What follows belongs to an exercise in optimizing a design on an open flow for small area and a short achievable clock period; a production flow would make more cautious choices.
In this exercise RTL edits were held to simulation tests only and were not proved equivalent to the original.
No activity file was given, so power comes from the tool's default toggle rates.

Setup of the previous run:
==> flow/design.v <==
`timescale 1ns / 1ps
module fullAdder(Sum,Cout,Cin,In1,In2);
   input wire In1,In2,Cin;
   output wire Sum,Cout;
   assign Cout = (In1&In2)|(In1&Cin)|(In2&Cin);
   assign Sum = In1^In2^Cin;
endmodule
`timescale 1ns / 1ps
module j_mac #(
  parameter WEIGHT_RESET_VAL = 8'b00100011
) (
  input      clk     ,
  input      reset   ,
  input      acc     ,   
  input      din     ,   
  input      plus_one,
  input      clr     ,   
  input      m_0     ,   
  input      m_1     ,   
  input      update_w,
  input      mac_en  ,
  output reg result
);
  reg  [7:0] W;
  reg  [7:0] P;
  reg        C, Cd;
  always @(posedge clk) begin
    if (reset)
      W <= WEIGHT_RESET_VAL;
    else if (update_w)
      W <= {din, W[7:1]};
  end
  wire [7:0] z = W & {8{din}};
  wire [7:0] g = P & z;
  wire [7:0] p = P ^ z;
  wire G10 = g[1] | (p[1] & g[0]);
  wire G32 = g[3] | (p[3] & g[2]);  wire P32 = p[3] & p[2];
  wire G54 = g[5] | (p[5] & g[4]);  wire P54 = p[5] & p[4];
  wire G76 = g[7] | (p[7] & g[6]);  wire P76 = p[7] & p[6];
  wire G20 = g[2] | (p[2] & G10);
  wire G30 = G32  | (P32  & G10);
  wire G64 = g[6] | (p[6] & G54);   wire P64 = p[6] & P54;
  wire G74 = G76  | (P76  & G54);   wire P74 = P76  & P54;
  wire G40 = g[4] | (p[4] & G30);
  wire G50 = G54  | (P54  & G30);
  wire G60 = G64  | (P64  & G30);
  wire G70 = G74  | (P74  & G30);
  wire [8:0] c = {G70, G60, G50, G40, G30, G20, G10, g[0], 1'b0};
  wire [7:0] s = p ^ c[7:0];
  wire [7:0] p_nxt = clr ? {1'b0, z[7:1]} : {c[8], s[7:1]};
  wire prod  = z[0] ^ (P[0] & ~clr);   
  wire Cm    = C & ~clr;
  wire Cdm   = Cd & ~clr;
  wire m     = Cdm ? m_1 : m_0;        
  wire iaa   = prod ^ m;
  wire c_0   = (iaa & Cm) | (acc & Cm) | (iaa & acc);
  wire c_1   = c_0;
  wire cd_0  = (~prod & Cdm) | (plus_one & Cdm) | (~prod & plus_one);
  wire cd_1  = cd_0;
  wire r_0   = iaa ^ acc ^ Cm;
  wire r_1   = r_0;
  always @(posedge clk) begin
    if (mac_en) begin
      P  <= p_nxt;
      C  <= clr ? c_1 : c_0;
      Cd <= clr ? cd_1 : cd_0;
    end
  end
  always @(posedge clk) begin
    if (reset)
      result <= 1'b0;
    else if (mac_en)
      result <= clr ? r_1 : r_0;
  end
endmodule
`timescale 1ns / 1ps
module bsmac_array #(
  parameter ROWS = 8,
  parameter COLS = 8
) (
  input             clk               ,
  input             reset             ,
  input  [ROWS-1:0] data_in           ,
  input  [COLS-1:0] acc_in            ,
  input             plus_one          ,
  input             clear_accu_control,
  input             control1          ,
  input             update_w          ,
  input             mac_en            ,
  output [COLS-1:0] acc_out
);
  wire [ROWS*COLS-1:0]     data_w;
  reg  [ROWS*COLS-1:0]     data_r;
  wire [(ROWS+1)*COLS-1:0] acc_w;
  reg  zero_pc;
  always @(posedge clk) begin
    if (reset)
      zero_pc <= 1'b1;
    else if (mac_en)
      zero_pc <= 1'b0;
  end
  wire clr = clear_accu_control | zero_pc;
  wire m_0 = ~control1 & ~plus_one;
  wire m_1 = ~control1 &  plus_one;
  assign acc_w[COLS-1:0] = acc_in;
  assign acc_out         = acc_w[ROWS*COLS +: COLS];
  genvar r, c;
  generate
    for (r = 0; r < ROWS; r = r + 1) begin : g_row
      for (c = 0; c < COLS; c = c + 1) begin : g_col
        if (c == 0) begin : g_first
          assign data_w[r*COLS+c] = data_in[r];
        end else begin : g_next
          assign data_w[r*COLS+c] = data_r[r*COLS+c-1];
        end
        always @(posedge clk) begin
          if (reset) begin
            data_r[r*COLS+c] <= 1'b0;
          end else begin
            data_r[r*COLS+c] <= data_w[r*COLS+c];
          end
        end
        j_mac #(.WEIGHT_RESET_VAL(8'b00100011)) u_mac (
          .clk     (clk                ),
          .reset   (reset              ),
          .acc     (acc_w[r*COLS+c]    ),
          .din     (data_w[r*COLS+c]   ),
          .plus_one(plus_one           ),
          .clr     (clr                ),
          .m_0     (m_0                ),
          .m_1     (m_1                ),
          .update_w(update_w           ),
          .mac_en  (mac_en             ),
          .result  (acc_w[(r+1)*COLS+c])
        );
      end
    end
  endgenerate
endmodule
clock: 5.0 ns
lec_check: 0
abc_area: 1
cap_margin: 20
core_margin: 2
core_utilization: 60
cts_cluster_diameter: 100
cts_cluster_size: 22
setup_slack_margin: 2.6
slew_margin: 20
standard.sh (not shown) runs the stock make flow with config.mk's settings and CLKGATE_MAP_FILE= SYNTH_SCRIPT=/design/flow/synth_recipe.tcl, a recipe that flattens the netlist after the stock synthesis.
==> flow/flow/run.sh <==
#!/bin/bash
# Layout flow: the standard flow (standard.sh), with the port buffers
# made strong drivers (buf_6) instead of the resizer's default choice.
export BUFFER_PORTS_ARGS="-buffer_cell sky130_fd_sc_hd__buf_6"
bash standard.sh > standard.log 2>&1
### the previous run -> the current run
Settings: a change of CORE_UTILIZATION from 60 to 50; a change of CTS_CLUSTER_DIAMETER from 100 to 80; a change of SETUP_SLACK_MARGIN from 2.6 to 2.7; a change of CTS_CLUSTER_SIZE from 22 to 24.
==> summary.txt <==
Worst clock skew across the previous run and the current run: no real change. Taking the previous run as the reference, in the current run arrival time at the worst endpoint picked up an extra 0.07 ns; top fanout value on the critical path -6; global routing met1 resource utilization fell by 5.1 points.

---

job 101:
// bsmac_array: RTL as listed in full above, without the edits since
clock: 5.0 ns
lec_check: 0
abc_area: 1
cap_margin: 20
core_margin: 2
core_utilization: 40
cts_cluster_diameter: 100
cts_cluster_size: 22
setup_slack_margin: 2.6
slew_margin: 20
run.sh (not shown) runs the stock make flow with config.mk's settings and CLKGATE_MAP_FILE= SYNTH_SCRIPT=/design/flow/synth_recipe.tcl, a recipe that flattens the netlist after the stock synthesis.
Stock flow here: none of the scripts above is used.
Job 101: all stages complete, timing, DRC and antenna checks passed
For job 102, these inputs were changed with respect to job 101:
==> flow/flow/run.sh (new file) <==
#!/bin/bash
# Layout flow: the standard flow (standard.sh), with the port buffers
# made strong drivers (buf_6) instead of the resizer's default choice.
export BUFFER_PORTS_ARGS="-buffer_cell sky130_fd_sc_hd__buf_6"
bash standard.sh > standard.log 2>&1
==> flow/standard.sh (new file) <==
#!/bin/bash
# synth_recipe.tcl (not shown) runs the flow's synth.tcl, then flattens the netlist and writes it again
# the make line also repeats each setting of config.mk as NAME=value (left out here)
make -C /OpenROAD-flow-scripts/flow DESIGN_CONFIG=/design/flow/config.mk WORK_HOME=/design/flow/orfs CLKGATE_MAP_FILE= SYNTH_SCRIPT=/design/flow/synth_recipe.tcl "${@:-finish}"
removed: flow/run.sh
Results
Job 102 closes out successfully: all stages finished, all timing, DRC and antenna checks passed.
Critical path depth is higher on job 101
Job 102 against job 101: post-cts repair resize count saw a decrease; combinational share of power went down; average detailed-routed wire length per instance shrank by 1.7%.
Looking at count of clock-buffer cells in the layout across job 102 and job 101, the one that comes out lower is job 101.
Job 102 vs job 101 — non-clock buffer count dropped 49.
Actual transition at the worst max-transition pin | job 102 below job 101
In the tables for job 102 and job 101, required arrival time at the worst endpoint reads higher with job 102.
Worst setup slack (job 102 over job 101): increase, 39 ps
Comparing proportion of cell area occupied by registers for job 102 and job 101, the smaller number came from job 101.

-- separate check: timing with driven ports --
Ports are ideal in the flow. The routed layouts listed here were re-timed in OpenROAD.
Step 1: set_driving_cell puts a clkbuf_16 on clk and a buf_2 on each other input, an assumption about the parent block.
Step 2 moves the port delays by t, midway between the first and last clock arrival at a register: inputs arrive t later, outputs are due t later. That takes back most of the time a late clock gives input paths.
Slacks: ideal / step 1 / step 2; pairs: ideal / step 1.
run	t (ns)	slack for setup (ns)	worst setup path after step 2	clock arrival spread, ns	worst register clock-pin slew, ns
the previous run	0.736	2.587 / 2.631 / 1.895	input to register	0.028 / 0.027	0.10 / 0.10
the current run	0.765	2.580 / 2.593 / 1.828	input to register	0.028 / 0.028	0.10 / 0.10
job 101	0.763	2.533 / 2.569 / 1.806	input to register	0.035 / 0.034	0.10 / 0.10
job 102	0.759	2.572 / 2.585 / 1.857	input to register	0.030 / 0.030	0.10 / 0.10
After both steps setup and hold are still met in every run listed. For the current run, which loses most, drivers alone change the setup slack by +0.013 ns; drivers and shift together by -0.752 ns.
